From an optimization exercise on the open Yosys and OpenROAD flow, aimed at small area, a short achievable clock period and few clock cycles; shortcuts taken in it are not production practice. RTL that was checked went through simulation tests only; none was proved equivalent to the original. For runs 1 and 2, only the layout was checked, not whether the RTL still works. Power is estimated from default activity; no workload was simulated.

==> design.v <==
`timescale 1ns / 1ps
module day3_part2_top( clk, rst, rom_addr, rom_data, sum, done );
    input clk;
    input rst;
    output [13:0] rom_addr;
    input [7:0] rom_data;
    output [31:0] sum;
    output done;
    reg [13:0] addr;
    reg        pz;          
    reg [1:0]  line;        
    reg [52:1] seen1;
    reg [52:1] seen2;
    reg [5:0]  badge;
    reg        add;         
    reg [5:0]  sum_lo;
    reg        carry;
    reg [11:0] sum_hi;
    reg        fin;         
    reg        int_done;
    wire [5:0] v = rom_data[5:0];
    wire zero = (v == 6'd0);
    wire eol = zero & ~pz;                        
    wire last = eol & (line == 2'd2);             
    wire [63:0] onehot = 64'd1 << v;
    wire [52:1] hit = onehot[52:1];
    reg [5:0] enc;
    integer i;
    always @(*) begin
        enc = 6'd0;
        for (i = 1; i <= 52; i = i + 1)
            if (seen1[i]) enc = enc | i[5:0];
    end
    assign rom_addr = addr;
    assign sum = {14'd0, sum_hi, sum_lo};
    assign done = int_done;
    always @(posedge clk) begin
        addr <= rst ? 14'd0 : addr + 14'd1;
        pz <= zero;
        if (rst)
            line <= 2'd0;
        else if (eol)
            line <= last ? 2'd0 : line + 2'd1;
        if (rst | (eol & line[1]) | (eol & line[0]))
            seen1 <= 52'd0;
        else if (line == 2'd0)
            seen1 <= seen1 | hit;
        else if (line == 2'd2)
            seen1 <= seen1 | (hit & seen2);
        if (rst | last)
            seen2 <= 52'd0;
        else if (line == 2'd1)
            seen2 <= seen2 | (hit & seen1);
        badge <= enc;
        add <= ~rst & last & ~int_done;
        if (rst) begin
            sum_lo <= 6'd0;
            carry <= 1'b0;
            sum_hi <= 12'd0;
        end else begin
            if (add)
                {carry, sum_lo} <= {1'b0, sum_lo} + {1'b0, badge};
            else
                carry <= 1'b0;
            sum_hi <= sum_hi + {11'd0, carry};
        end
        fin <= ~rst & zero & pz;
        int_done <= ~rst & (int_done | fin);
    end
endmodule
==> run.sh <==
#!/bin/bash
# synth_recipe.tcl (not shown) runs the flow's synth.tcl, then flattens the netlist and writes it again
# the make line also repeats each setting of config.mk as NAME=value (left out here)
make -C /OpenROAD-flow-scripts/flow DESIGN_CONFIG=/design/flow/config.mk WORK_HOME=/design/flow/orfs CLKGATE_MAP_FILE= SYNTH_SCRIPT=/design/flow/synth_recipe.tcl finish
==> config.mk <==
export PLATFORM = sky130hd
export DESIGN_NAME = day3_part2_top
export DESIGN_NICKNAME = day3_part2_top
export VERILOG_FILES = /design/flow/design.v
export SDC_FILE = /design/flow/constraint.sdc
export NUM_CORES = 4
export LEC_CHECK = 0
export ABC_CLOCK_PERIOD_IN_PS = 1800
export CAP_MARGIN = 20
export CORE_MARGIN = 2
export CORE_UTILIZATION = 40
export SETUP_SLACK_MARGIN = 2.2
export SLEW_MARGIN = 20
==> constraint.sdc <==
create_clock -name core_clock -period 4.0 [get_ports {clk}]
set_input_delay 0.8000 -clock core_clock [delete_from_list [all_inputs] [get_ports {clk}]]
set_output_delay 0.8000 -clock core_clock [all_outputs]
set_load 0.01 [all_outputs]
==> impl_results.md, run 1 <==
- Mean Syn Cell Area: about 9 µm²
- Post-CTS Hold Fix Bufs: 0
- Post-DP HPWL: 10700 µm
- Switching Power: 0.799 mW
- Max-slew violations: 0
- I/O pins: 57
- Synth Cell Area: ~0.006 mm²
- Ys async rst share: 0%
- RSZ-0062 raised after global routing: yes
- Worst min path class: flop to flop
- CP Cell Sequence: clkbuf_4 -> buf_8 -> buf_4 -> buf_4 -> nor3_1 -> a31oi_1 -> nor2_1
- TNS Setup: 0 ns
- Worst reg2reg path depth: 3
- M2 GR Usage: about a third
- Final Core Density: 53.5%
- Power Density: approximately 420 mW/mm²
- Initial antenna violation count: 0
- Number of global-route vias before repair: 5368
- Die ar.: approximately 0.016 mm²
- Fillers: 1334
- Logic pwr share: 7.5%
- Largest net degree at the start of global routing: 43
- Clk root buf: clkbuf_16
- Critical Path Fanout Max: 9
- Number of hold violations in the final report: 0
- Cells after Synth: 694
- M3 GR Usage: under 10%
- Clk network pwr share: roughly 48%
- Final wirelength: 19300 µm
- Worst-Skew Late Latency: ~0.43 ns
- Reg-to-Reg Start: seen1[19]$_SDFFE_PP0P_
- Die width: around 130 µm
- Antenna cells: 0
- Status: complete, no violations
- Total power: roughly 3.4 mW
- Worst Skew: about 0.0095 ns
- Largest cells by area after synthesis: dfxtp_1, a31oi_1, nor2_1
- DRC Markers: 0
- Main flop type after synthesis: dfxtp_1
- Min-delay src: addr[0]$_SDFF_PP0_
- CP most frequent cell: buf_4
- Tmin final: around 1.8 ns
- Number of CTS-inserted buffers: 17
- Std cell rows: 45
- Detailed Routing Iterations Pass 1: 6
- Met1 usage: 28.2%
- Beginning of the critical path: rom_data[5]
- Post-route antenna net violation count: 0
- CTS clk-pin slew, worst paths: around 0.060 ns
- Period Utilization, post-route: 45.9%
- First-pass GRT wire length: 28500 µm
- DRT iter0 DRCs: about 570
- Register area share after synthesis: about half
- CP Class: input pin to flop
- Buf/Inv on CP: 4
- Worst Hold Endpoint: addr[0]$_SDFF_PP0_
- H-tree levels: 4
- CP max stage cell: nor3_1
- Post-synth top area cell: dfxtp_1
- Post-synth top area share: a little under 50%
- Critical path's top delay family: simple AND/OR/NAND/NOR gates
- GRT overflow: 0
- Max-cap violations: 0
- Worst path required time: roughly 4.4 ns
- Max stage delay on crit path: 0.46 ns
- Global route hottest layer: met2
- Initial Util: 40.7%
- PortBufs: 40
- Crit. End Element: flop
- Reg power frac: 44.1%
- # setup viols final: 0
- R2r setup slk: 2.22 ns
- Clock Sinks: 149
- Wire per inst: approximately 20 µm
- CTS tree: yes
- Startpoint Class: input pin
- Via-to-Cell Ratio: just under 6
- Area added between synthesis and finish: 31.7%
- Post-synth EDFFs: 0
- Sw frac: a little under a quarter
- Slew at the pin with the worst max-slew slack: a little over 0.7 ns
- Via count: between 5000 and 6000
- GR Util All Layers: 22.5%
- Max Fclk: ~0.54 GHz
- Yosys warning total: 1
- Max VDD drop: ~0.00031 V
- Clock Path Buffers: 2
- Post-synthesis cell type count: 48
- GPL Wtd Cong: 0.870
- Die Ht: 128 µm
- Fraction of layout cells with a size suffix above 1: 27.0%
- Arr. time, crit path: 2.19 ns
- Nets: 792
- Leak: about 3.2 nW
- Pint: between 2 and 3 mW
- Core ar.: 0.0151 mm²
- Synth Register Bits: between 100 and 150
- Hold path depth: 1
- Relative slew slack: about 51%
- R2R Path End: badge[1]$_SDFF_PP1_
==> kinds of logic (layout without fill, tap and decap cells) <==
logic type,after synthesis,after routing,synth area share (%)
XOR/XNOR,19,19,2.70
multiplexers,3,3,0.488
AND/OR/NAND/NOR,320,320,27.1
flip-flops,149,149,48.4
AO/OA/AOI/OAI,129,129,13.2
buffers and inverters,63,141,5.77
adder cells (fa/ha/maj),10,10,2.15
other,1,14,0.0609
==> cells in the mapped netlist (6+ instances only) <==
library cell and instances:
dfxtp_1 149, nor2_1 146, a31oi_1 103, nand2b_1 54, buf_4 17, nor4_1 17
clkbuf_1 15, xor2_1 14, nor2b_1 13, and3_1 12, buf_2 12, nand4_1 12
nor3_1 10, ha_1 9, inv_1 8, nand2_1 8, nand3_1 8, or4_1 8
a21oi_1 7, o21ai_0 6
==> worst reg2reg max path: stages, from the launching register on <==
cell and delay [ns]:
dfxtp_1 0.35, or4_1 0.54, nor4_1 0.43, nand4_1 0.27
==> area by class of cell <==
cell class	count	area, µm²	area share [%]
tap	188	235	2.90
clock inverter	10	145	1.79
clock buffer	22	474	5.85
inverter	8	30.0	0.370
sequential	149	3040	37.5
multi-input combinational	495	3090	38.1
timing repair buffer	101	1100	13.5
==> how the worst max path moves through the flow <==
stage | end | cells past startpoint
after floorplan | seen1[2]$_SDFFE_PP0P_ | 6
after global placement | seen2[50]$_SDFFE_PP0P_ | 5
after detailed placement | seen2[35]$_SDFFE_PP0P_ | 5
after CTS | seen2[20]$_SDFFE_PP0P_ | 9
after global routing | badge[1]$_SDFF_PP1_ | 3
final | seen1[4]$_SDFFE_PP0P_ | 7
==> registers in the layout (all words and copies together), names as in the netlist <==
signal    cells
carry         1
fin           1
badge         6
seen1        52
int_done      1
pz            1
add           1
sum_lo        6
sum_hi       12
addr         14
seen2        52
line          2
==> layout by cell type, fill, tap and decap left out, types with 15 or more instances in the layout <==
cell	instances
nor4_1	15
nand2b_1	53
buf_4	37
dfxtp_2	28
dfxtp_1	115
a31oi_1	103
clkbuf_16	23
nor2_1	125
nor2_2	19
buf_2	22
==> power by group through the flow <==
stage	sequential, mW	clock [mW]	combinational [mW]
detailed placement	1.56	0	0.161
global route	1.52	1.76	0.273
finish	1.52	1.67	0.259
CTS	1.52	1.69	0.220
floorplan	1.55	0	0.125
global placement	1.55	0	0.158
==> through the flow <==
stage               instance area (µm²)  hold WS, ns  setup slack [ns]  std cells
finish                             8110        0.443              2.16        973
global route                       8110        0.454              2.15        973
CTS                                7960        0.442              2.20        964
detailed placement                 6590        0.429             0.918        887
global placement                   6590        0.428             0.978        887
floorplan                          6240        0.416              2.18        707
==> what timing repair did <==
action,in CTS,in global routing
buffers inserted,38,2
endpoints found under the setup margin,143,125
pin swaps,8,4
resized for setup,229,43
cloned,7,7
==> layer usage <==
| metal | wire (µm) | part of all wire (%) |
|---|---|---|
| met1 | 7620 | 39 |
| met2 | 8910 | 46 |
| met3 | 1960 | 10 |
| met4 | 824 | 4.3 |
| met5 | 0 | 0 |
==> run 2, diff against run 1 <==
--- a/config.mk
+++ b/config.mk
@@ -5,9 +5,9 @@
 export SDC_FILE = /design/flow/constraint.sdc
 export NUM_CORES = 4
 export LEC_CHECK = 0
-export ABC_CLOCK_PERIOD_IN_PS = 1800
+export ABC_CLOCK_PERIOD_IN_PS = 1600
 export CAP_MARGIN = 20
 export CORE_MARGIN = 2
 export CORE_UTILIZATION = 40
-export SETUP_SLACK_MARGIN = 2.2
+export SETUP_SLACK_MARGIN = 2.4
 export SLEW_MARGIN = 20
==> run 2 against run 1 <==
Sequential power hardly changed. Synthesized cell count unchanged. Die area unchanged. Non-clock buffer count up 24. Count of clock-buffer cells in the layout unchanged. Synthesized area unchanged. Global-route usage up 1.5 points. Sequential share of layout area decreased by 3.0 points. Critical path type unchanged. Highest routed layer unchanged.
==> impl_results.md, run 2 <==
- Status: complete, no violations (unchanged)
- Number of global-route vias before repair: 5666 (was 5368)
- Relative slew slack: 60.1% (was 51.4%)
- Max Fclk: 0.576 GHz (was 0.544 GHz)
- Power Density: 395 mW/mm² (was 425 mW/mm²)
- CP max stage cell: nor3b_4 (was nor3_1)
- Antenna cells: 0 (unchanged)
- # setup viols final: 0 (unchanged)
- Yosys warning total: 1 (unchanged)
- Max VDD drop: 0.000325 V (was 0.000314 V)
- Largest cells by area after synthesis: dfxtp_1, a31oi_1, nor2_1 (unchanged)
- PortBufs: 40 (unchanged)
- Cells after Synth: 694 (unchanged)
- Die ar.: 0.0164 mm² (unchanged)
- Register area share after synthesis: 48.4% (unchanged)
- Leak: 3.34 nW (was 3.18 nW)
- CTS tree: yes (unchanged)
- Max stage delay on crit path: 0.36 ns (was 0.46 ns)
- GRT overflow: 0 (unchanged)
- Slew at the pin with the worst max-slew slack: 0.593 ns (was 0.723 ns)
- Fin area: 0.00882 mm² (was 0.00811 mm²)
- CP Class: input pin to flop (unchanged)
- Die width: 128 µm (unchanged)
- Max-cap violations: 0 (unchanged)
- Main flop type after synthesis: dfxtp_1 (unchanged)
- Post-synth top area cell: dfxtp_1 (unchanged)
- Ys async rst share: 0% (unchanged)
- GR Util All Layers: 23.9% (was 22.5%)
- DRC Markers: 0 (unchanged)
- Clk network pwr share: 47.3% (was 48.4%)
- Core ar.: 0.0151 mm² (unchanged)
- H-tree levels: 4 (unchanged)
- Top-count cell post-synth: dfxtp_1 (unchanged)
- Sw frac: 22.9% (was 23.2%)
- Most frequent cells in the layout: dfxtp_1, a31oi_1, nor2_1 (was nor2_1, dfxtp_1, a31oi_1)
- Dpl ws: 0.922 ns (was 0.918 ns)
- Largest net degree at the start of global routing: 36 (was 43)
- Post-synth top cells: dfxtp_1, nor2_1, a31oi_1 (unchanged)
- Worst Setup Slack, final: 2.26 ns (was 2.16 ns)
- Worst min path class: flop to flop (unchanged)
- Post-route antenna net violation count: 0 (unchanged)
- Arr. time, crit path: 2.10 ns (was 2.19 ns)
- Nets: 816 (was 792)
- Area added between synthesis and finish: 43.2% (was 31.7%)
- Post-DP HPWL: 10600 µm (was 10700 µm)
- Max-slew violations: 0 (unchanged)
- RSZ-0062 raised after global routing: yes (unchanged)
- Pint: 2.69 mW (was 2.65 mW)
- Wire per inst: 20.5 µm (was 19.8 µm)
- Top flop regs: seen1: 52 flops, seen2: 52 flops, addr: 14 flops (unchanged)
- Number of CTS-inserted buffers: 17 (unchanged)
- Worst Skew: 0.00845 ns (was 0.00950 ns)
- Post-synthesis cell type count: 48 (unchanged)
- DRT iter0 DRCs: 542 (was 568)
- Mean Syn Cell Area: 8.87 µm² (unchanged)
- I/O pins: 57 (unchanged)
- Final Core Density: 58.2% (was 53.5%)
- Logic pwr share: 9.1% (was 7.5%)
- Startpoint Class: input pin (unchanged)
- Switching Power: 0.798 mW (was 0.799 mW)
- Final wirelength: 20400 µm (was 19300 µm)
- Commonest non-fill, non-tap cell in the layout: dfxtp_1 (was nor2_1)
- CTS clk-pin slew, worst paths: 0.06 ns (about the same)
- Fraction of layout cells with a size suffix above 1: 34.8% (was 27.0%)
- First-pass GRT wire length: 30200 µm (was 28500 µm)
- Number of hold violations in the final report: 0 (unchanged)
- Synth Cell Area: 0.00616 mm² (unchanged)
- Period Utilization, post-route: 43.4% (was 45.9%)
- Total power: 3.48 mW (was 3.45 mW)
- GPL Wtd Cong: 0.877 (was 0.870)
- Initial antenna violation count: 0 (unchanged)
- Worst-Skew Late Latency: 0.42 ns (was 0.43 ns)
- Reg power frac: 43.6% (was 44.1%)
- Post-CTS Hold Fix Bufs: 0 (unchanged)
- Std cell rows: 45 (unchanged)
- Die Ht: 128 µm (unchanged)
- Post-synth EDFFs: 0 (unchanged)
- Crit. End Element: flop (unchanged)
- Post-synth top area share: 48.4% (unchanged)
- Worst path required time: 4.36 ns (was 4.35 ns)
- TNS Setup: 0 ns (unchanged)
- Critical Path Fanout Max: 8 (was 9)
- Via-to-Cell Ratio: 5.99 (was 5.92)
- Initial Util: 40.7% (unchanged)
- Clock Path Buffers: 2 (unchanged)
- Clock Sinks: 149 (unchanged)
- Synth Register Bits: 149 (unchanged)
- Clk root buf: clkbuf_16 (unchanged)
- Detailed Routing Iterations Pass 1: 5 (was 6)
- Post-DP Area: 0.00666 mm² (was 0.00659 mm²)
- CP Cell Sequence: buf_8 -> buf_4 -> buf_2 -> nor3b_4 -> and2_4 -> a31oi_1 -> nor2_4 (was clkbuf_4 -> buf_8 -> buf_4 -> buf_4 -> nor3_1 -> a31oi_1 -> nor2_1)
- Tmin final: 1.74 ns (was 1.84 ns)
- Via count: 5969 (was 5765)
[run 2: cells by family (layout without fill, tap and decap cells)]
kind of cell	after synthesis	after routing	share of synthesized area (%)
buffers and inverters	63	164	5.77
and+or+nand+nor	320	320	27.1
adders and majority gates	10	10	2.15
xor gates and xnor gates	19	19	2.70
AOI/OAI and AO/OA	129	129	13.2
DFF	149	149	48.4
muxes	3	3	0.488
other	1	14	0.0609
[run 2: final cells by class]
| type | instances | area (µm²) |
|---|---|---|
| fill | 1230 | 6330 |
| multi-input combinational | 495 | 3330 |
| sequential | 149 | 3040 |
| timing repair buffer | 125 | 1570 |
| clock buffer | 22 | 484 |
| tap | 188 | 235 |
| clock inverter | 9 | 125 |
| inverter | 8 | 30.0 |
[run 2: worst paths after layout]
kind                            slack [ns]  cells after the start                    from                endpoint
worst min-delay path                  0.45                      2             fin$_DFF_P_        int_done$_DFF_P_
worst min register to register        0.45                      2             fin$_DFF_P_        int_done$_DFF_P_
worst max-delay path                  2.26                      7             rom_data[5]  seen1[27]$_SDFFE_PP0P_
worst max register to register        2.35                      3  seen1[14]$_SDFFE_PP0P_     badge[3]$_SDFF_PP1_
[run 2: critical path: cells and delay by family]
kind,cells,cell delay [ns]
and+or+nand+nor,3,0.76
buffers and inverters,3,0.37
AOI/OAI and AO/OA,1,0.15
[run 2: power by group through the flow]
stage                     registers [mW]  logic (mW)  clock network [mW]
after floorplan                     1.55       0.139                   0
after global placement              1.55       0.162                   0
after detailed placement            1.56       0.167                   0
after CTS                           1.52       0.260                1.65
after global routing                1.52       0.328                1.73
final                               1.52       0.317                1.65
[run 2: metal layers]
metal	vias up	wire length (µm)	global-route usage (%)
met4	0	976	13.4
met5	-	0	0
li1	2659	-	-
met2	329	9640	39.9
met1	2887	8290	28.8
met3	94	1480	5.01
[run 2: what timing repair did]
item / CTS / global route
pin swaps: 11 / 23
endpoints found under the setup margin: 150 / 145
buffers inserted: 52 / 11
cloned: 11 / 4
hold endpoints to repair: 0 / 0
resized for setup: 320 / 78
[run 2: metrics by stage]
step	hold WS, ns	cells
2_1_floorplan	0.416	707
3_3_place_gp	0.433	887
3_5_place_dp	0.441	887
4_1_cts	0.462	981
5_1_grt	0.486	996
6_report	0.454	996
==> run 3, diff against run 2 <==
--- a/design.v
+++ b/design.v
@@ -11,6 +11,8 @@
     reg [1:0]  line;        
     reg [52:1] seen1;
     reg [52:1] seen2;
+    reg        clr1;        
+    reg        clr2;        
     reg [5:0]  badge;
     reg        add;         
     reg [5:0]  sum_lo;
@@ -41,16 +43,11 @@
             line <= 2'd0;
         else if (eol)
             line <= last ? 2'd0 : line + 2'd1;
-        if (rst | (eol & line[1]) | (eol & line[0]))
-            seen1 <= 52'd0;
-        else if (line == 2'd0)
-            seen1 <= seen1 | hit;
-        else if (line == 2'd2)
-            seen1 <= seen1 | (hit & seen2);
-        if (rst | last)
-            seen2 <= 52'd0;
-        else if (line == 2'd1)
-            seen2 <= seen2 | (hit & seen1);
+        clr1 <= rst | (eol & (line != 2'd0));
+        clr2 <= rst | last;
+        seen1 <= (clr1 ? 52'd0 : seen1)
+               | (hit & (line == 2'd0 ? {52{1'b1}} : line == 2'd2 ? seen2 : 52'd0));
+        seen2 <= (clr2 ? 52'd0 : seen2) | (hit & (line == 2'd1 ? seen1 : 52'd0));
         badge <= enc;
         add <= ~rst & last & ~int_done;
         if (rst) begin
--- a/config.mk
+++ b/config.mk
@@ -5,9 +5,9 @@
 export SDC_FILE = /design/flow/constraint.sdc
 export NUM_CORES = 4
 export LEC_CHECK = 0
-export ABC_CLOCK_PERIOD_IN_PS = 1600
+export ABC_CLOCK_PERIOD_IN_PS = 1800
 export CAP_MARGIN = 20
 export CORE_MARGIN = 2
 export CORE_UTILIZATION = 40
-export SETUP_SLACK_MARGIN = 2.4
+export SETUP_SLACK_MARGIN = 2.2
 export SLEW_MARGIN = 20
==> run 3 against run 2 <==
Still clean. Routed wire length fell by 17%. Sequential power rose by 3%. Worst setup slack got worse by 0.038 ns. Power shrank 5.4%. Hold slack got worse by 0.026 ns. Synthesized cell count fell by 1.0%. Fmax decreased by 2.2%. Global-route usage decreased by 2.8 points. Synthesized area grew 0.71%. Critical path depth fell by 2. Critical endpoint is now seen2[41]$_DFF_P_. Largest power group is now registers.
==> impl_results.md, run 3 <==
- Multi-input combinational cell area: 0.00274 mm² (was 0.00333 mm²)
- Leak: 2.77 nW (was 3.34 nW)
- RSZ-0062 raised after global routing: no (was yes)
- Worst min path class: flop to flop (unchanged)
- Post-synth top cells: dfxtp_1, nor2_1, inv_1 (was dfxtp_1, nor2_1, a31oi_1)
- Detailed Routing Iterations Pass 1: 8 (was 5)
- Xor and xnor area share after synthesis: 2.40% (was 2.70%)
- Post-synthesis compound-gate area fraction: 18.7% (was 13.2%)
- R2r setup slk: 2.31 ns (was 2.35 ns)
- Clk root buf: clkbuf_16 (unchanged)
- Register area share after synthesis: 48.7% (was 48.4%)
- Startpoint Class: input pin (unchanged)
- Proportion of synthesized area in mux cells: 0.827% (was 0.488%)
- Fillers: 1418 (was 1230)
- TNS Setup: 0 ns (unchanged)
- Die Ht: 129 µm (was 128 µm)
- Post-route antenna net violation count: 0 (unchanged)
- Max Fclk: 0.564 GHz (was 0.576 GHz)
- Commonest non-fill, non-tap cell in the layout: dfxtp_1 (unchanged)
- Post-DP HPWL: 11100 µm (was 10600 µm)
- Via count: 5369 (was 5969)
- GPL Wtd Cong: 0.902 (was 0.877)
- Antenna cells: 0 (unchanged)
- Clock Path Buffers: 2 (unchanged)
- PortBufs: 40 (unchanged)
- H-tree levels: 4 (unchanged)
- Number of CTS-inserted buffers: 17 (unchanged)
- Wire per inst: 18.1 µm (was 20.5 µm)
- DRC Markers: 0 (unchanged)
- Nets: 755 (was 816)
- Main flop type after synthesis: dfxtp_1 (unchanged)
- Cells after Synth: 687 (was 694)
- Std cell rows: 45 (unchanged)
- I/O pins: 57 (unchanged)
- Post-synth top area cell: dfxtp_1 (unchanged)
- Synth Cell Area: 0.00620 mm² (was 0.00616 mm²)
- Post-synth EDFFs: 0 (unchanged)
- Largest cells by area after synthesis: dfxtp_1, o32ai_1, a32o_1 (was dfxtp_1, a31oi_1, nor2_1)
- Ys async rst share: 0% (unchanged)
- Synth Register Bits: 151 (was 149)
- Max-slew violations: 0 (unchanged)
- # setup viols final: 0 (unchanged)
- Status: complete, no violations (unchanged)
- Post-synthesis cell type count: 51 (was 48)
- Via-to-Cell Ratio: 5.74 (was 5.99)
- First-pass GRT wire length: 27200 µm (was 30200 µm)
- CTS clk-pin slew, worst paths: 0.06 ns (about the same)
- Slew at the pin with the worst max-slew slack: 0.634 ns (was 0.593 ns)
- Mean Syn Cell Area: 9.03 µm² (was 8.87 µm²)
- Worst Skew: 0.00742 ns (was 0.00845 ns)
- GRT overflow: 0 (unchanged)
- Worst-Skew Late Latency: 0.43 ns (was 0.42 ns)
- Die ar.: 0.0165 mm² (was 0.0164 mm²)
- Reg area: 0.00308 mm² (was 0.00304 mm²)
- Post-Synth Simple-Gate Area: 18.3% (was 27.1%)
- Top-count cell post-synth: dfxtp_1 (unchanged)
- Largest net degree at the start of global routing: 53 (was 36)
- Initial Util: 40.8% (was 40.7%)
- Tmin final: 1.77 ns (was 1.74 ns)
- Hold path depth: 1 (was 2)
- CP Class: input pin to flop (unchanged)
- Max VDD drop: 0.000359 V (was 0.000325 V)
- CTS tree: yes (unchanged)
- Area added between synthesis and finish: 18.4% (was 43.2%)
- Crit. End Element: flop (unchanged)
- Yosys warning total: 1 (unchanged)
- Fin area: 0.00734 mm² (was 0.00882 mm²)
- Critical Path Fanout Max: 11 (was 8)
- Initial antenna violation count: 0 (unchanged)
- Core ar.: 0.0152 mm² (was 0.0151 mm²)
- Final wirelength: 16900 µm (was 20400 µm)
- Worst path required time: 4.32 ns (was 4.36 ns)
- Die width: 129 µm (was 128 µm)
- Most frequent cells in the layout: dfxtp_1, nor2_1, inv_1 (was dfxtp_1, a31oi_1, nor2_1)
- Worst reg2reg path depth: 5 (was 3)
- Post-CTS Hold Fix Bufs: 0 (unchanged)
- Max-cap violations: 0 (unchanged)
- GR Util All Layers: 21.2% (was 23.9%)
- Period Utilization, post-route: 44.4% (was 43.4%)
- Post-Synth Adder-Cell Area: 2.14% (was 2.15%)
- Post-DP Area: 0.00669 mm² (was 0.00666 mm²)
- Clock Sinks: 151 (was 149)
- Number of hold violations in the final report: 0 (unchanged)
- Arr. time, crit path: 2.09 ns (was 2.10 ns)
- Post-synth top area share: 48.7% (was 48.4%)
- DRT iter0 DRCs: 410 (was 542)
- Top flop regs: seen1: 52 flops, seen2: 52 flops, addr: 14 flops (unchanged)
- Fraction of layout cells with a size suffix above 1: 20.2% (was 34.8%)
- Power Density: 449 mW/mm² (was 395 mW/mm²)
- Largest family of logic cells by synthesized area: compound AO/OA/AOI/OAI gates (was simple AND/OR/NAND/NOR gates)
- Relative slew slack: 57.7% (was 60.1%)
- Number of global-route vias before repair: 5234 (was 5666)
[run 3: cell types whose count changed after synthesis, moves of 11 or more]
cell / before / now
a32o_1: 0 / 33
nor2_1: 146 / 86
clkbuf_1: 15 / 26
nand2b_1: 54 / 6
a31oi_1: 103 / 0
o22ai_1: 0 / 15
nand2_1: 8 / 26
o32ai_1: 0 / 46
o21ai_0: 6 / 25
inv_1: 8 / 75
[run 3: what timing repair did]
item	4_1_cts	5_1_grt
setup endpoints to repair	145	55
endpoints found under the hold margin	0	0
resized for setup	186	31
buffers inserted	21	0
pin swaps	1	0
[run 3: logic make-up (layout without fill, tap and decap cells)]
logic type	count (synthesis)	in the layout
simple gates	229	229
flops	151	151
compound gates	147	147
buf+inv	127	174
xor+xnor	17	17
fa+ha+maj	10	10
mux	5	5
other cells	1	14
[run 3: routing by layer]
layer / global-route usage (%) / part of all wire [%] / up-vias
met5: 0 / 0 / -
met4: 8.18 / 2.5 / 0
met3: 6.03 / 7.1 / 37
met2: 33.4 / 46 / 194
met1: 27.5 / 45 / 2598
li1: - / - / 2540
[run 3: path summary, 6_finish.rpt]
path / to / start
max: seen2[41]$_DFF_P_ / rom_data[5]
min reg2reg: add$_DFF_P_ / int_done$_DFF_P_
max reg2reg: seen2[30]$_DFF_P_ / line[0]$_SDFFE_PP0P_
min: add$_DFF_P_ / int_done$_DFF_P_
[run 3: power breakdown]
group / total (mW) / internal, mW / switching [mW]
Sequential: 1.56 / 1.53 / 0.0234
Clock: 1.53 / 0.902 / 0.632
Combinational: 0.207 / 0.0687 / 0.139
[run 3: area by class of cell]
type | count | share of cell area [%]
flip-flops and latches | 151 | 42.0
multi-input cells | 422 | 37.3
clock buffers | 21 | 6.41
repair buffers | 67 | 5.88
inverters | 76 | 3.92
well taps | 188 | 3.20
clock inverters | 10 | 1.33
[run 3: metrics by stage]
step           std cells  setup slack [ns]  total power [mW]  hold slack, ns  util [%]
3_5_place_dp         883              1.16              1.79           0.427      44.0
6_report             935              2.23              3.30           0.428      48.3
3_3_place_gp         883              1.16              1.79           0.415      44.0
2_1_floorplan        700              2.16              1.73           0.411         -
4_1_cts              935              2.20              3.31           0.428      48.7
5_1_grt              935              2.18              3.40           0.451      48.3
[run 3: worst max-delay path: stages]
cell and delay, ns:
clkdlybuf4s15_2 0.31, and3b_2 0.33, nor2b_1 0.15, and2_1 0.23
a32o_1 0.26
Testbench counts of run 3, summed over its fixed seeds: cycles 164,523.
==> run 4, diff against run 3 <==
--- a/config.mk
+++ b/config.mk
@@ -8,6 +8,7 @@
 export ABC_CLOCK_PERIOD_IN_PS = 1800
 export CAP_MARGIN = 20
 export CORE_MARGIN = 2
-export CORE_UTILIZATION = 40
+export CORE_UTILIZATION = 65
+export CTS_BUF_LIST = sky130_fd_sc_hd__clkbuf_8
 export SETUP_SLACK_MARGIN = 2.2
 export SLEW_MARGIN = 20
==> run 4 against run 3 <==
Sequential power barely moved. Still clean on timing, DRC and antenna. Power shrank 12%. Clock skew grew 0.0084 ns. Global-route usage rose by 11 points. Hold slack improved by 0.027 ns. Critical endpoint is now carry$_SDFF_PP0_. Count of clock-buffer cells in the layout shrank 3.
==> impl_results.md, run 4 <==
- Worst setup path end: carry$_SDFF_PP0_ (was seen2[41]$_DFF_P_)
- Clock Sinks: 151 (unchanged)
- GRT overflow: 0 (unchanged)
- GR Util All Layers: 31.9% (was 21.2%)
- Wire per inst: 18.0 µm (was 18.1 µm)
- Post-route antenna net violation count: 0 (unchanged)
- Detailed Routing Iterations Pass 1: 6 (was 8)
- Nets: 766 (was 755)
- Clk root buf: clkbuf_8 (was clkbuf_16)
- Hold path depth: 2 (was 1)
- Final Core Density: 77.2% (was 48.3%)
- Post-synth top cells: dfxtp_1, nor2_1, inv_1 (unchanged)
- Via-to-Cell Ratio: 6.16 (was 5.74)
- CP Cell Sequence: buf_4 -> ha_1 -> inv_1 -> fa_2 -> nor2b_2 -> o31a_1 -> o21ai_0 -> a211oi_1 (was clkdlybuf4s15_2 -> and3b_2 -> nor2b_1 -> and2_1 -> a32o_1)
- Core ar.: 0.00924 mm² (was 0.0152 mm²)
- Max Fclk: 0.564 GHz (about the same)
- Number of hold violations in the final report: 0 (unchanged)
- CTS clk-pin slew, worst paths: 0.09 ns (was 0.06 ns)
- CTS tree: yes (unchanged)
- RSZ-0062 raised after global routing: yes (was no)
- Std cell rows: 35 (was 45)
- Max stage delay on crit path: 0.36 ns (was 0.33 ns)
- Post-synth EDFFs: 0 (unchanged)
- Reg-to-Reg Start: sum_lo[0]$_SDFFE_PP0P_ (was line[0]$_SDFFE_PP0P_)
- First-pass GRT wire length: 25800 µm (was 27200 µm)
- CP max stage cell: fa_2 (was and3b_2)
- R2R Path End: carry$_SDFF_PP0_ (was seen2[30]$_DFF_P_)
- Worst min path class: flop to flop (unchanged)
- Arr. time, crit path: 2.14 ns (was 2.09 ns)
- Leak: 2.76 nW (was 2.77 nW)
- Beginning of the critical path: sum_lo[0]$_SDFFE_PP0P_ (was rom_data[5])
- Reg area: 0.00307 mm² (was 0.00308 mm²)
- # setup viols final: 0 (unchanged)
- Synth Cell Area: 0.00620 mm² (unchanged)
- Number of CTS-inserted buffers: 17 (unchanged)
- Ys async rst share: 0% (unchanged)
- Status: complete, no violations (unchanged)
- Multi-input combinational cell area: 0.00273 mm² (was 0.00274 mm²)
- Antenna cells: 0 (unchanged)
- Fillers: 696 (was 1418)
- DRC Markers: 0 (unchanged)
- Slew at the pin with the worst max-slew slack: 0.590 ns (was 0.634 ns)
- Power Density: 406 mW/mm² (was 449 mW/mm²)
- Post-synth top area share: 48.7% (unchanged)
- Top flop regs: seen1: 52 flops, seen2: 52 flops, addr: 14 flops (unchanged)
- PortBufs: 40 (unchanged)
- Cells after Synth: 687 (unchanged)
- Die width: 102 µm (was 129 µm)
- Mean Syn Cell Area: 9.03 µm² (unchanged)
- TNS Setup: 0 ns (unchanged)
- Die Ht: 102 µm (was 129 µm)
- Largest cells by area after synthesis: dfxtp_1, o32ai_1, a32o_1 (unchanged)
- Tmin final: 1.77 ns (about the same)
- Fin area: 0.00714 mm² (was 0.00734 mm²)
- Worst-Skew Late Latency: 0.45 ns (was 0.43 ns)
- Yosys warning total: 1 (unchanged)
- CP Class: flop to flop (was input pin to flop)
- Register area share after synthesis: 48.7% (unchanged)
- Post-DP HPWL: 10400 µm (was 11100 µm)
- Startpoint Class: flop (was input pin)
- Post-synth top area cell: dfxtp_1 (unchanged)
- Synth Register Bits: 151 (unchanged)
- Relative slew slack: 60.7% (was 57.7%)
- Max VDD drop: 0.000344 V (was 0.000359 V)
- Crit. End Element: flop (unchanged)
- Initial Util: 67.1% (was 40.8%)
- Area added between synthesis and finish: 15.1% (was 18.4%)
- GPL Wtd Cong: 0.909 (was 0.902)
- Critical Path Fanout Max: 2 (was 11)
- Post-CTS Hold Fix Bufs: 0 (unchanged)
- Fraction of layout cells with a size suffix above 1: 20.8% (was 20.2%)
- Clock Path Buffers: 2 (unchanged)
- Min-delay src: fin$_DFF_P_ (was int_done$_DFF_P_)
- Worst reg2reg path depth: 8 (was 5)
- Post-synthesis cell type count: 51 (unchanged)
- Initial antenna violation count: 0 (unchanged)
- Worst Skew: 0.0158 ns (was 0.00742 ns)
- Post-DP Area: 0.00661 mm² (was 0.00669 mm²)
- WHS: 0.455 ns (was 0.428 ns)
- Main flop type after synthesis: dfxtp_1 (unchanged)
- Commonest non-fill, non-tap cell in the layout: dfxtp_1 (unchanged)
- Top-count cell post-synth: dfxtp_1 (unchanged)
- Number of global-route vias before repair: 5242 (was 5234)
- Via count: 5474 (was 5369)
- Worst path required time: 4.37 ns (was 4.32 ns)
- Die ar.: 0.0103 mm² (was 0.0165 mm²)
- DRT iter0 DRCs: 478 (was 410)
- Max-slew violations: 0 (unchanged)
- H-tree levels: 4 (unchanged)
- Most frequent cells in the layout: dfxtp_1, nor2_1, inv_1 (unchanged)
- Final wirelength: 16000 µm (was 16900 µm)
- Period Utilization, post-route: 44.3% (was 44.4%)
- R2r setup slk: 2.23 ns (was 2.31 ns)
- I/O pins: 57 (unchanged)
- Largest net degree at the start of global routing: 53 (unchanged)
- Max-cap violations: 0 (unchanged)
-- run 4: cell counts after synthesis --
Identical to the previous run, type by type.
-- run 4: routing by layer --
layer  global-route usage [%]  vias up  wire, µm
met4                     14.2        0       648
met3                     7.18       61      1120
met2                     52.7      256      7690
li1                         -     2562         -
met1                     39.8     2595      6550
met5                        0        -         0
-- run 4: kinds of logic (layout without fill, tap and decap cells) --
group                    Yosys count  in the layout  share of synthesized area (%)
AND/OR/NAND/NOR                  229            229                           18.3
flip-flops                       151            151                           48.7
AO/OA/AOI/OAI                    147            147                           18.7
buffers and inverters            127            186                           8.76
XOR/XNOR                          17             17                           2.40
adder cells (fa/ha/maj)           10             10                           2.14
multiplexers                       5              5                          0.827
other                              1             14                         0.0605
-- run 4: worst min-delay path by stage --
| stage | slack [ns] | end |
|---|---|---|
| after floorplan | 0.41 | int_done$_DFF_P_ |
| after detailed placement | 0.43 | int_done$_DFF_P_ |
| final | 0.45 | int_done$_DFF_P_ |
| after CTS | 0.45 | int_done$_DFF_P_ |
| after global routing | 0.48 | seen2[21]$_DFF_P_ |
| after global placement | 0.42 | int_done$_DFF_P_ |
-- run 4: layout make-up --
class	instances	area share, %
Sequential cell	151	43.1
Clock buffer	18	3.47
Inverter	76	4.00
Multi-Input combinational cell	422	38.2
Clock inverter	14	1.96
Timing Repair Buffer	78	7.00
Tap cell	129	2.26
-- run 4: timing repair --
| item | CTS | global route |
|---|---|---|
| resized for setup | 188 | 19 |
| pin swaps | 1 | 1 |
| endpoints found under the setup margin | 144 | 35 |
| buffers inserted | 33 | 0 |
| gates cloned | 0 | 0 |
-- run 4: report_power, final --
| part | switching [mW] | internal (mW) |
|---|---|---|
| registers | 0.0224 | 1.53 |
| logic | 0.136 | 0.0678 |
| clock network | 0.617 | 0.524 |
-- run 4: stage by stage --
step,worst slack [ns],power [mW],instances
floorplan,2.16,1.73,700
global placement,1.05,1.78,823
detailed placement,1.03,1.78,823
CTS,2.20,2.90,888
global route,2.11,2.99,888
finish,2.23,2.90,888
-- run 4: worst max-delay path, delay by kind of cell (launching register included) --
| kind | cells | cell delay, ns |
|---|---|---|
| AND/OR/NAND/NOR | 1 | 0.14 |
| buffers and inverters | 2 | 0.19 |
| flip-flops | 1 | 0.34 |
| AO/OA/AOI/OAI | 3 | 0.49 |
| adder cells (fa/ha/maj) | 2 | 0.54 |
==> run 5, diff against run 4 <==
==> config.mk (replaced) <==
export PLATFORM = sky130hd
export DESIGN_NAME = day3_part2_top
export DESIGN_NICKNAME = day3_part2_top
export VERILOG_FILES = /design/flow/design.v
export SDC_FILE = /design/flow/constraint.sdc
export NUM_CORES = 4
export LEC_CHECK = 0
export ABC_CLOCK_PERIOD_IN_PS = 2000
export CAP_MARGIN = 20
export CORE_MARGIN = 2
export CORE_UTILIZATION = 40
export CTS_BUF_LIST = sky130_fd_sc_hd__clkbuf_8
export SETUP_SLACK_MARGIN = 2.0
export SLEW_MARGIN = 20
==> run 5 against run 4 <==
Sequential power barely moved. Clock skew increased by 0.00083 ns. Clock power increased by 16%. Combinational power fell by 5%. Fmax fell by 11%. Via count decreased by 3.7%. Count of clock-buffer cells in the layout unchanged. Largest power group unchanged. Highest routed layer unchanged.
==> impl_results.md, run 5 <==
- Post-synth top cells: dfxtp_1, nor2_1, inv_1 (unchanged)
- Yosys warning total: 1 (unchanged)
- Initial Util: 40.8% (was 67.1%)
- Cells after Synth: 687 (unchanged)
- Worst-Skew Late Latency: 0.46 ns (was 0.45 ns)
- TNS Setup: 0 ns (unchanged)
- Ys async rst share: 0% (unchanged)
- Max stage delay on crit path: 0.59 ns (was 0.36 ns)
- Die ar.: 0.0165 mm² (was 0.0103 mm²)
- Post-DP Area: 0.00668 mm² (was 0.00661 mm²)
- Slew at the pin with the worst max-slew slack: 0.994 ns (was 0.590 ns)
- Arr. time, crit path: 2.35 ns (was 2.14 ns)
- Final Core Density: 47.0% (was 77.2%)
- Worst min path class: flop to flop (unchanged)
- Worst Skew: 0.0167 ns (was 0.0158 ns)
- Core ar.: 0.0152 mm² (was 0.00924 mm²)
- Number of CTS-inserted buffers: 17 (unchanged)
- CP Cell Sequence: dlygate4sd2_1 -> nor2b_1 -> nand2_1 -> o32ai_1 (was buf_4 -> ha_1 -> inv_1 -> fa_2 -> nor2b_2 -> o31a_1 -> o21ai_0 -> a211oi_1)
- Crit. End Element: flop (unchanged)
- DRT iter0 DRCs: 517 (was 478)
- First-pass GRT wire length: 26400 µm (was 25800 µm)
- CP Class: input pin to flop (was flop to flop)
- Max-slew violations: 0 (unchanged)
- Leak: 2.71 nW (was 2.76 nW)
- Number of hold violations in the final report: 0 (unchanged)
- Std cell rows: 45 (was 35)
- GR Util All Layers: 20.5% (was 31.9%)
- Worst path required time: 4.36 ns (was 4.37 ns)
- Fraction of layout cells with a size suffix above 1: 9.34% (was 20.8%)
- Dpl ws: 0.943 ns (was 1.03 ns)
- Post-DP HPWL: 11400 µm (was 10400 µm)
- Most frequent cells in the layout: dfxtp_1, nor2_1, inv_1 (unchanged)
- Final wirelength: 16500 µm (was 16000 µm)
- Top-count cell post-synth: dfxtp_1 (unchanged)
- Period Utilization, post-route: 49.8% (was 44.3%)
- Commonest non-fill, non-tap cell in the layout: dfxtp_1 (unchanged)
- Via-to-Cell Ratio: 5.76 (was 6.16)
- Clk root buf: clkbuf_8 (unchanged)
- CTS clk-pin slew, worst paths: 0.08 ns (was 0.09 ns)
- Placed Cells: 884 (was 823)
- Clock Path Buffers: 2 (unchanged)
- Fin area: 0.00714 mm² (about the same)
- Post-CTS Hold Fix Bufs: 0 (unchanged)
- Detailed Routing Iterations Pass 1: 5 (was 6)
- CTS tree: yes (unchanged)
- Die width: 129 µm (was 102 µm)
- Power Density: 431 mW/mm² (was 406 mW/mm²)
- Via count: 5274 (was 5474)
- Status: complete, no violations (unchanged)
- Area added between synthesis and finish: 15.1% (about the same)
- # setup viols final: 0 (unchanged)
- Number of global-route vias before repair: 5059 (was 5242)
- Top flop regs: seen1: 52 flops, seen2: 52 flops, addr: 14 flops (unchanged)
- Total power: 3.08 mW (was 2.90 mW)
- Post-synth EDFFs: 0 (unchanged)
- WHS: 0.441 ns (was 0.455 ns)
- Largest net degree at the start of global routing: 53 (unchanged)
- Max VDD drop: 0.000240 V (was 0.000344 V)
- PortBufs: 40 (unchanged)
- Max-cap violations: 0 (unchanged)
- Main flop type after synthesis: dfxtp_1 (unchanged)
- Startpoint Class: input pin (was flop)
- DRC Markers: 0 (unchanged)
- Synth Cell Area: 0.00620 mm² (unchanged)
- Critical Path Fanout Max: 15 (was 2)
- Finished Layout Cells: 916 (was 888)
- Post-synth top area cell: dfxtp_1 (unchanged)
- I/O pins: 57 (unchanged)
- Largest cells by area after synthesis: dfxtp_1, o32ai_1, a32o_1 (unchanged)
- GRT overflow: 0 (unchanged)
- Synth Register Bits: 151 (unchanged)
- H-tree levels: 4 (unchanged)
- Register area share after synthesis: 48.7% (unchanged)
- Die Ht: 129 µm (was 102 µm)
- Post-synth top area share: 48.7% (unchanged)
- Worst Setup Slack, final: 2.01 ns (was 2.23 ns)
- Clock Sinks: 151 (unchanged)
- Post-synthesis cell type count: 51 (unchanged)
- Post-route antenna net violation count: 0 (unchanged)
- Wire per inst: 18.0 µm (about the same)
- RSZ-0062 raised after global routing: yes (unchanged)
- GPL Wtd Cong: 0.927 (was 0.909)
- Relative slew slack: 33.6% (was 60.7%)
- CP max stage cell: dlygate4sd2_1 (was fa_2)
- Initial antenna violation count: 0 (unchanged)
- Tmin final: 1.99 ns (was 1.77 ns)
- Nets: 735 (was 766)
- Mean Syn Cell Area: 9.03 µm² (unchanged)
- Antenna cells: 0 (unchanged)
- Max Fclk: 0.502 GHz (was 0.564 GHz)
[run 5: cell types whose count changed in the layout (fill, tap and decap cells not counted), moves of 5 or more]
cell           previous run  this run
dfxtp_2                  29        13
dfxtp_1                 118       138
buf_4                    38         6
dlygate4sd2_1             0        35
buf_2                    37         0
inv_6                     5         0
[run 5: cells by family after synthesis]
family | after synthesis | share of synthesized area, %
and+or+nand+nor | 229 | 18.3
DFF | 151 | 48.7
AOI/OAI and AO/OA | 147 | 18.7
buffers and inverters | 127 | 8.76
xor gates and xnor gates | 17 | 2.40
adders and majority gates | 10 | 2.14
muxes | 5 | 0.827
other | 1 | 0.0605
[run 5: area by class of cell]
class | count | area, µm²
clock buffer | 18 | 248
clock inverter | 14 | 206
multi-input combinational | 422 | 2720
timing repair buffer | 47 | 408
tap | 188 | 235
inverter | 76 | 285
sequential | 151 | 3040
fill | 1472 | 8060
[run 5: timing repair]
item                                    in CTS  in global routing
buffers inserted                             0                  0
endpoints found under the setup margin     141                 29
resized for setup                           65                  6
[run 5: worst paths after layout]
kind                              to                from  slack, ns  cells past startpoint
setup reg to reg   seen2[32]$_DFF_P_        clr2$_DFF_P_       2.17                      3
hold / removal    addr[0]$_SDFF_PP0_  addr[0]$_SDFF_PP0_       0.44                      1
setup / recovery    seen1[2]$_DFF_P_         rom_data[1]       2.01                      4
hold reg to reg   addr[0]$_SDFF_PP0_  addr[0]$_SDFF_PP0_       0.44                      1
[run 5: power breakdown]
group / leakage [nW] / total, mW / internal (mW) / switching, mW
clock: 0.230 / 1.32 / 0.753 / 0.568
sequential: 1.23 / 1.56 / 1.53 / 0.0290
combinational: 1.25 / 0.192 / 0.0658 / 0.127
total: 2.71 / 3.08 / 2.35 / 0.723
[run 5: worst max-delay path, delay by kind of cell]
kind	cells	cell delay (ns)
AO/OA/AOI/OAI	1	0.34
buffers and inverters	1	0.59
AND/OR/NAND/NOR	2	0.61
[run 5: metal layers]
metal	global-route usage [%]	routed length (µm)
met3	4.82	1110
met1	26.2	7370
met2	32.5	7450
met5	0	0
met4	10.5	525
==> run 6, diff against run 5 <==
--- a/config.mk
+++ b/config.mk
@@ -5,10 +5,10 @@
 export SDC_FILE = /design/flow/constraint.sdc
 export NUM_CORES = 4
 export LEC_CHECK = 0
-export ABC_CLOCK_PERIOD_IN_PS = 2000
+export ABC_CLOCK_PERIOD_IN_PS = 1650
 export CAP_MARGIN = 20
 export CORE_MARGIN = 2
 export CORE_UTILIZATION = 40
 export CTS_BUF_LIST = sky130_fd_sc_hd__clkbuf_8
-export SETUP_SLACK_MARGIN = 2.0
+export SETUP_SLACK_MARGIN = 2.35
 export SLEW_MARGIN = 20
==> run 6 against run 5 <==
Still clean. Clock power decreased by 13%. Critical path depth decreased by 3. Cell area increased by 7.8%. Critical path type is now flop to primary output. Largest cell class unchanged. Highest routed layer unchanged.
==> impl_results.md, run 6 <==
- Status: complete, no violations (unchanged)
- Worst path required time: 3.20 ns (was 4.36 ns)
- First-pass GRT wire length: 27900 µm (was 26400 µm)
- Relative slew slack: 53.3% (was 33.6%)
- Power Density: 383 mW/mm² (was 431 mW/mm²)
- Post-Synth Simple-Gate Area: 18.3% (unchanged)
- GRT overflow: 0 (unchanged)
- Post-synth EDFFs: 0 (unchanged)
- GPL Wtd Cong: 0.916 (was 0.927)
- TNS Setup: 0 ns (unchanged)
- Critical Path Fanout Max: 2 (was 15)
- Antenna cells: 0 (unchanged)
- CTS tree: yes (unchanged)
- Post-synthesis cell type count: 51 (unchanged)
- # setup viols final: 0 (unchanged)
- Slew at the pin with the worst max-slew slack: 0.701 ns (was 0.994 ns)
- Startpoint Class: flop (was input pin)
- Arr. time, crit path: 0.93 ns (was 2.35 ns)
- Post-synth top area share: 48.7% (unchanged)
- Commonest non-fill, non-tap cell in the layout: dfxtp_1 (unchanged)
- Fillers: 1366 (was 1472)
- RSZ-0062 raised after global routing: yes (unchanged)
- Largest net degree at the start of global routing: 53 (unchanged)
- Die Ht: 129 µm (unchanged)
- I/O pins: 57 (unchanged)
- Leak: 2.87 nW (was 2.71 nW)
- Final wirelength: 17400 µm (was 16500 µm)
- Nets: 774 (was 735)
- Max Fclk: 0.577 GHz (was 0.502 GHz)
- Post-route antenna net violation count: 0 (unchanged)
- Max stage delay on crit path: 0.36 ns (was 0.59 ns)
- Synth Register Bits: 151 (unchanged)
- Placed Cells: 881 (was 884)
- Post-Synth Adder-Cell Area: 2.14% (unchanged)
- Number of global-route vias before repair: 5437 (was 5059)
- Worst-Skew Late Latency: 0.46 ns (about the same)
- Post-CTS Hold Fix Bufs: 0 (unchanged)
- Top flop regs: seen1: 52 flops, seen2: 52 flops, addr: 14 flops (unchanged)
- Clock Path Buffers: 2 (unchanged)
- Mean Syn Cell Area: 9.03 µm² (unchanged)
- Area added between synthesis and finish: 24.1% (was 15.1%)
- Initial Util: 40.8% (unchanged)
- Via count: 5463 (was 5274)
- Buf/Inv on CP: 1 (unchanged)
- Die width: 129 µm (unchanged)
- Cells after Synth: 687 (unchanged)
- DRT iter0 DRCs: 366 (was 517)
- Max-cap violations: 0 (unchanged)
- Yosys warning total: 1 (unchanged)
- CP Class: flop to primary output (was input pin to flop)
- H-tree levels: 4 (unchanged)
- Max-slew violations: 0 (unchanged)
- Largest cells by area after synthesis: dfxtp_1, o32ai_1, a32o_1 (unchanged)
- Clk root buf: clkbuf_8 (unchanged)
- Largest family of logic cells by synthesized area: compound AO/OA/AOI/OAI gates (unchanged)
- Number of CTS-inserted buffers: 17 (unchanged)
- Post-synthesis compound-gate area fraction: 18.7% (unchanged)
- GR Util All Layers: 21.5% (was 20.5%)
- Post-DP HPWL: 11200 µm (was 11400 µm)
- Most frequent cells in the layout: dfxtp_1, nor2_1, inv_1 (unchanged)
- Post-synth top area cell: dfxtp_1 (unchanged)
- Fraction of layout cells with a size suffix above 1: 25.0% (was 9.34%)
- Wire per inst: 18.2 µm (was 18.0 µm)
- Number of hold violations in the final report: 0 (unchanged)
- Max VDD drop: 0.000203 V (was 0.000240 V)
- CP max stage cell: dfxtp_4 (was dlygate4sd2_1)
- Core ar.: 0.0152 mm² (unchanged)
- Top-count cell post-synth: dfxtp_1 (unchanged)
- Worst Skew: 0.0156 ns (was 0.0167 ns)
- Register area share after synthesis: 48.7% (unchanged)
- Via-to-Cell Ratio: 5.72 (was 5.76)
- Tmin final: 1.73 ns (was 1.99 ns)
- Proportion of synthesized area in mux cells: 0.827% (unchanged)
- Initial antenna violation count: 0 (unchanged)
- Ys async rst share: 0% (unchanged)
- Std cell rows: 45 (unchanged)
- Finished Layout Cells: 955 (was 916)
- R2r setup slk: 2.34 ns (was 2.17 ns)
- Main flop type after synthesis: dfxtp_1 (unchanged)
- Clock Sinks: 151 (unchanged)
- Detailed Routing Iterations Pass 1: 5 (unchanged)
- Period Utilization, post-route: 43.3% (was 49.8%)
- Post-synth top cells: dfxtp_1, nor2_1, inv_1 (unchanged)
- Crit. End Element: primary output (was flop)
- CP Cell Sequence: buf_6 (was dlygate4sd2_1 -> nor2b_1 -> nand2_1 -> o32ai_1)
- Worst min path class: flop to flop (unchanged)
- DRC Markers: 0 (unchanged)
- Critical path's top delay family: flip-flops (was simple AND/OR/NAND/NOR gates)
- Total power: 2.95 mW (was 3.08 mW)
- CTS clk-pin slew, worst paths: 0.09 ns (was 0.08 ns)
- Xor and xnor area share after synthesis: 2.40% (unchanged)
- Synth Cell Area: 0.00620 mm² (unchanged)
- Die ar.: 0.0165 mm² (unchanged)
- PortBufs: 40 (unchanged)
[run 6: cell counts after synthesis]
Identical to the previous run, type by type.
[run 6: what timing repair did]
action                                  CTS  global route
gates cloned                              2             0
pin swaps                                 4             6
hold endpoints to repair                  0             0
endpoints found under the setup margin  148            60
gates resized for setup                 258            14
setup buffers                            34             6
[run 6: area by class of cell]
| class | instances | area [µm²] | share of cell area (%) |
|---|---|---|---|
| clock buffers | 17 | 234 | 3.04 |
| repair inverters | 1 | 7.51 | 0.0976 |
| inverters | 76 | 294 | 3.82 |
| repair buffers | 85 | 810 | 10.5 |
| clock inverters | 15 | 151 | 1.97 |
| multi-input cells | 422 | 2880 | 37.5 |
| flip-flops and latches | 151 | 3080 | 40.0 |
| well taps | 188 | 235 | 3.06 |
[run 6: power by group]
group,total (mW),internal [mW],switching [mW]
Sequential,1.57,1.53,0.0365
Clock,1.15,0.555,0.600
Combinational,0.226,0.0870,0.139
[run 6: worst paths after layout]
kind,cells after the start,endpoint,startpoint
hold reg to reg,2,int_done$_DFF_P_,fin$_DFF_P_
setup reg to reg,8,carry$_SDFF_PP0_,sum_lo[0]$_SDFFE_PP0P_
hold / removal,2,int_done$_DFF_P_,fin$_DFF_P_
setup / recovery,1,rom_addr[4],addr[4]$_SDFF_PP0_
[run 6: cells by family after synthesis]
kind of cell,Yosys count
and+or+nand+nor,229
DFF,151
AOI/OAI and AO/OA,147
buffers and inverters,127
xor gates and xnor gates,17
adders and majority gates,10
muxes,5
other,1
[run 6: metal layers]
layer	share of wire, %	global-route usage [%]
met5	0	0
met4	2.2	8.12
met3	5.1	4.82
met2	47	35.9
met1	46	27.2
[run 6: through the flow]
step | utilization (%) | hold WS, ns | setup WS (ns) | area (µm²)
finish | 50.6 | 0.450 | 2.27 | 7690
global placement | 44.5 | 0.412 | 1.02 | 6770
global route | 50.6 | 0.483 | 2.23 | 7690
CTS | 50.1 | 0.452 | 2.24 | 7610
floorplan | - | 0.411 | 2.17 | 6420
detailed placement | 44.5 | 0.431 | 0.975 | 6770
==> run 7, diff against run 6 <==
--- a/config.mk
+++ b/config.mk
@@ -5,10 +5,12 @@
 export SDC_FILE = /design/flow/constraint.sdc
 export NUM_CORES = 4
 export LEC_CHECK = 0
-export ABC_CLOCK_PERIOD_IN_PS = 1650
+export ABC_CLOCK_PERIOD_IN_PS = 1800
 export CAP_MARGIN = 20
 export CORE_MARGIN = 2
 export CORE_UTILIZATION = 40
 export CTS_BUF_LIST = sky130_fd_sc_hd__clkbuf_8
-export SETUP_SLACK_MARGIN = 2.35
+export CTS_CLUSTER_DIAMETER = 60
+export CTS_CLUSTER_SIZE = 30
+export SETUP_SLACK_MARGIN = 2.2
 export SLEW_MARGIN = 20
==> run 7 against run 6 <==
Routed wire length is 2.8% lower. Sequential share of layout area is 2.7 points higher. Worst setup slack worse by 0.023 ns. Via count is 1.0% lower. Global-route usage is 0.35 points lower. Cell area is 6.2% lower. Synthesized area stayed put. Combinational power is 8% lower. Critical endpoint is now seen2[41]$_DFF_P_. Largest power group unchanged.
==> impl_results.md, run 7 <==
- Number of hold violations in the final report: 0 (unchanged)
- Yosys warning total: 1 (unchanged)
- CTS clk-pin slew, worst paths: 0.08 ns (was 0.09 ns)
- Worst Skew: 0.0100 ns (was 0.0156 ns)
- Top-count cell post-synth: dfxtp_1 (unchanged)
- CTS tree: yes (unchanged)
- Largest cells by area after synthesis: dfxtp_1, o32ai_1, a32o_1 (unchanged)
- Clk network pwr share: 38.7% (was 39.2%)
- DRC Markers: 0 (unchanged)
- I/O pins: 57 (unchanged)
- Critical path's top delay family: simple AND/OR/NAND/NOR gates (was flip-flops)
- DRT iter0 DRCs: 533 (was 366)
- GRT overflow: 0 (unchanged)
- Via-to-Cell Ratio: 5.72 (about the same)
- Top flop regs: seen1: 52 flops, seen2: 52 flops, addr: 14 flops (unchanged)
- Max stage delay on crit path: 0.34 ns (was 0.36 ns)
- Largest family of logic cells by synthesized area: compound AO/OA/AOI/OAI gates (unchanged)
- Switching Power: 0.737 mW (was 0.776 mW)
- Post-synth top cells: dfxtp_1, nor2_1, inv_1 (unchanged)
- Nets: 765 (was 774)
- Largest net degree at the start of global routing: 53 (unchanged)
- Via count: 5407 (was 5463)
- GPL Wtd Cong: 0.902 (was 0.916)
- Relative slew slack: 56.8% (was 53.3%)
- Commonest non-fill, non-tap cell in the layout: dfxtp_1 (unchanged)
- Post-synthesis compound-gate area fraction: 18.7% (unchanged)
- Reg power frac: 54.1% (was 53.2%)
- Wire per inst: 17.9 µm (was 18.2 µm)
- Sw frac: 25.7% (was 26.3%)
- Status: complete, no violations (unchanged)
- Initial Util: 40.8% (unchanged)
- Xor and xnor area share after synthesis: 2.40% (unchanged)
- Ys async rst share: 0% (unchanged)
- Number of global-route vias before repair: 5270 (was 5437)
- Leak: 2.75 nW (was 2.87 nW)
- Max Fclk: 0.569 GHz (was 0.577 GHz)
- Post-route antenna net violation count: 0 (unchanged)
- Clock Path Buffers: 2 (unchanged)
- Max-slew violations: 0 (unchanged)
- Crit. End Element: flop (was primary output)
- First-pass GRT wire length: 27300 µm (was 27900 µm)
- Antenna cells: 0 (unchanged)
- Die Ht: 129 µm (unchanged)
- Post-synthesis cell type count: 51 (unchanged)
- Post-DP HPWL: 11100 µm (was 11200 µm)
- Register area share after synthesis: 48.7% (unchanged)
- Startpoint Class: input pin (was flop)
- Slew at the pin with the worst max-slew slack: 0.649 ns (was 0.701 ns)
- CP Cell Sequence: clkdlybuf4s15_2 -> and3b_2 -> nor2b_1 -> and2_1 -> a32o_1 (was buf_6)
- Final wirelength: 16900 µm (was 17400 µm)
- CP Class: input pin to flop (was flop to primary output)
- Power Density: 398 mW/mm² (was 383 mW/mm²)
- RSZ-0062 raised after global routing: no (was yes)
- Initial antenna violation count: 0 (unchanged)
- PortBufs: 40 (unchanged)
- CP max stage cell: and3b_2 (was dfxtp_4)
- Tmin final: 1.76 ns (was 1.73 ns)
- Worst path required time: 4.34 ns (was 3.20 ns)
- Arr. time, crit path: 2.10 ns (was 0.93 ns)
- # setup viols final: 0 (unchanged)
- Synth Register Bits: 151 (unchanged)
- H-tree levels: 4 (unchanged)
- Area added between synthesis and finish: 16.3% (was 24.1%)
- Period Utilization, post-route: 43.9% (was 43.3%)
- Post-Synth Adder-Cell Area: 2.14% (unchanged)
- Std cell rows: 45 (unchanged)
- Worst min path class: flop to flop (unchanged)
- Clk root buf: clkbuf_8 (unchanged)
- Post-Synth Simple-Gate Area: 18.3% (unchanged)
- Detailed Routing Iterations Pass 1: 5 (unchanged)
- Final Core Density: 47.4% (was 50.6%)
- Die ar.: 0.0165 mm² (unchanged)
- Post-synth top area cell: dfxtp_1 (unchanged)
- Max-cap violations: 0 (unchanged)
- Post-synth EDFFs: 0 (unchanged)
- Critical Path Fanout Max: 11 (was 2)
- Mean Syn Cell Area: 9.03 µm² (unchanged)
- Fraction of layout cells with a size suffix above 1: 21.5% (was 25.0%)
- Most frequent cells in the layout: dfxtp_1, nor2_1, inv_1 (unchanged)
- Post-synth top area share: 48.7% (unchanged)
- Fillers: 1438 (was 1366)
- Pint: 2.13 mW (was 2.17 mW)
- Worst-Skew Late Latency: 0.45 ns (was 0.46 ns)
- Logic pwr share: 7.2% (was 7.7%)
- GR Util All Layers: 21.1% (was 21.5%)
- Buf/Inv on CP: 1 (unchanged)
- Max VDD drop: 0.000272 V (was 0.000203 V)
- Proportion of synthesized area in mux cells: 0.827% (unchanged)
- TNS Setup: 0 ns (unchanged)
- Number of CTS-inserted buffers: 17 (unchanged)
- Die width: 129 µm (unchanged)
- Main flop type after synthesis: dfxtp_1 (unchanged)
- Post-CTS Hold Fix Bufs: 0 (unchanged)
- Cells after Synth: 687 (unchanged)
- Clock Sinks: 151 (unchanged)
- Synth Cell Area: 0.00620 mm² (unchanged)
- Core ar.: 0.0152 mm² (unchanged)
==> run 7: cell types whose count changed in the layout (fill, tap and decap cells not counted), sizes merged <==
cell,previous run,this run
clkdlybuf4s50,0,1
bufbuf,1,0
bufinv,2,1
clkbuf,17,21
buf,83,74
clkinv,3,2
clkdlybuf4s15,0,1
dlygate4sd2,1,0
inv,81,78
==> run 7: path summary, 6_finish.rpt <==
| check | from | depth (start not counted) | slack, ns | endpoint |
|---|---|---|---|---|
| hold reg to reg | fin$_DFF_P_ | 2 | 0.44 | int_done$_DFF_P_ |
| setup reg to reg | sum_lo[2]$_SDFFE_PP0P_ | 6 | 2.31 | carry$_SDFF_PP0_ |
| setup / recovery | rom_data[5] | 5 | 2.24 | seen2[41]$_DFF_P_ |
| hold / removal | fin$_DFF_P_ | 2 | 0.44 | int_done$_DFF_P_ |
==> run 7: cell type report <==
| class | instances | area (µm²) | area share (%) |
|---|---|---|---|
| clock inverter | 11 | 101 | 1.41 |
| clock buffer | 20 | 275 | 3.82 |
| timing repair buffer | 77 | 492 | 6.82 |
| sequential | 151 | 3080 | 42.7 |
| inverter | 76 | 288 | 3.99 |
| tap | 188 | 235 | 3.26 |
| multi-input combinational | 422 | 2740 | 38.0 |
==> run 7: tightest hold or removal path, delay by kind of cell, from the launching register on <==
family           cells  cell delay, ns
and+or+nand+nor      2            0.09
DFF                  1            0.31
==> run 7: logic make-up after synthesis <==
| family | Yosys count |
|---|---|
| muxes | 5 |
| AOI/OAI and AO/OA | 147 |
| adders and majority gates | 10 |
| xor gates and xnor gates | 17 |
| DFF | 151 |
| and+or+nand+nor | 229 |
| other | 1 |
| buffers and inverters | 127 |
==> run 7: power groups by stage <==
| stage | registers (mW) | logic (mW) | clock network (mW) |
|---|---|---|---|
| after global placement | 1.59 | 0.193 | 0 |
| after detailed placement | 1.59 | 0.197 | 0 |
| final | 1.55 | 0.207 | 1.11 |
| after global routing | 1.56 | 0.227 | 1.20 |
| after floorplan | 1.58 | 0.148 | 0 |
| after CTS | 1.55 | 0.200 | 1.14 |
==> run 7: what timing repair did <==
item                                   4_1_cts  5_1_grt
resized for setup                          196       22
cloned                                       0        0
setup buffers                               29        2
setup endpoints to repair                  145       47
endpoints found under the hold margin        0        0
pin swaps                                    1        0
==> run 7: through the flow <==
step	cells	setup WS [ns]	area (µm²)	hold WS [ns]	power, mW
2_1_floorplan	700	2.16	6290	0.411	1.73
3_3_place_gp	883	1.16	6690	0.415	1.79
3_5_place_dp	883	1.16	6690	0.427	1.79
4_1_cts	943	2.20	7190	0.447	2.89
5_1_grt	945	2.21	7210	0.456	2.99
6_report	945	2.24	7210	0.441	2.87
==> run 7: metal layers <==
metal  global-route usage (%)  part of all wire [%]
met3                     5.20                   6.6
met1                     28.2                    45
met5                        0                     0
met2                     32.9                    45
met4                     8.95                   2.5

==> what the ideal ports hide <==
No port has a modelled driver above. Below, the same layouts with a new extraction and two added sets of constraints. Step 1 (the two cells are an assumption about what drives the block):
set clk [get_ports {clk}]
set_driving_cell -lib_cell sky130_fd_sc_hd__clkbuf_16 $clk
set_driving_cell -lib_cell sky130_fd_sc_hd__buf_2 [delete_from_list [all_inputs] $clk]
Step 2 adds t to the input delays and takes it off the output delays; t is the mean of the earliest and latest rising clock arrival at the registers after step 1. Input paths then give back, and output paths get back, about the clock's delay inside the block. Three values: ideal ports, drivers, drivers and shift; two values: the first two.
| run | t, ns | setup WS [ns] | worst setup path after step 2 | worst register clock-pin slew, ns |
|---|---|---|---|---|
| run 1 | 0.465 | 2.162 / 2.171 / 1.707 | input to register | 0.06 / 0.06 |
| run 2 | 0.460 | 2.264 / 2.258 / 1.798 | input to register | 0.06 / 0.06 |
| run 3 | 0.464 | 2.226 / 2.195 / 1.765 | input to register | 0.06 / 0.06 |
| run 4 | 0.484 | 2.226 / 2.226 / 1.743 | input to register | 0.09 / 0.09 |
| run 5 | 0.485 | 2.007 / 2.023 / 1.537 | input to register | 0.09 / 0.09 |
| run 6 | 0.491 | 2.267 / 2.230 / 1.893 | input to register | 0.09 / 0.09 |
| run 7 | 0.486 | 2.244 / 2.219 / 1.762 | input to register | 0.09 / 0.09 |
After both steps setup and hold are still met in every run listed. For run 4, which loses most, drivers alone change the setup slack by 0.000 ns; drivers and shift together by -0.483 ns.
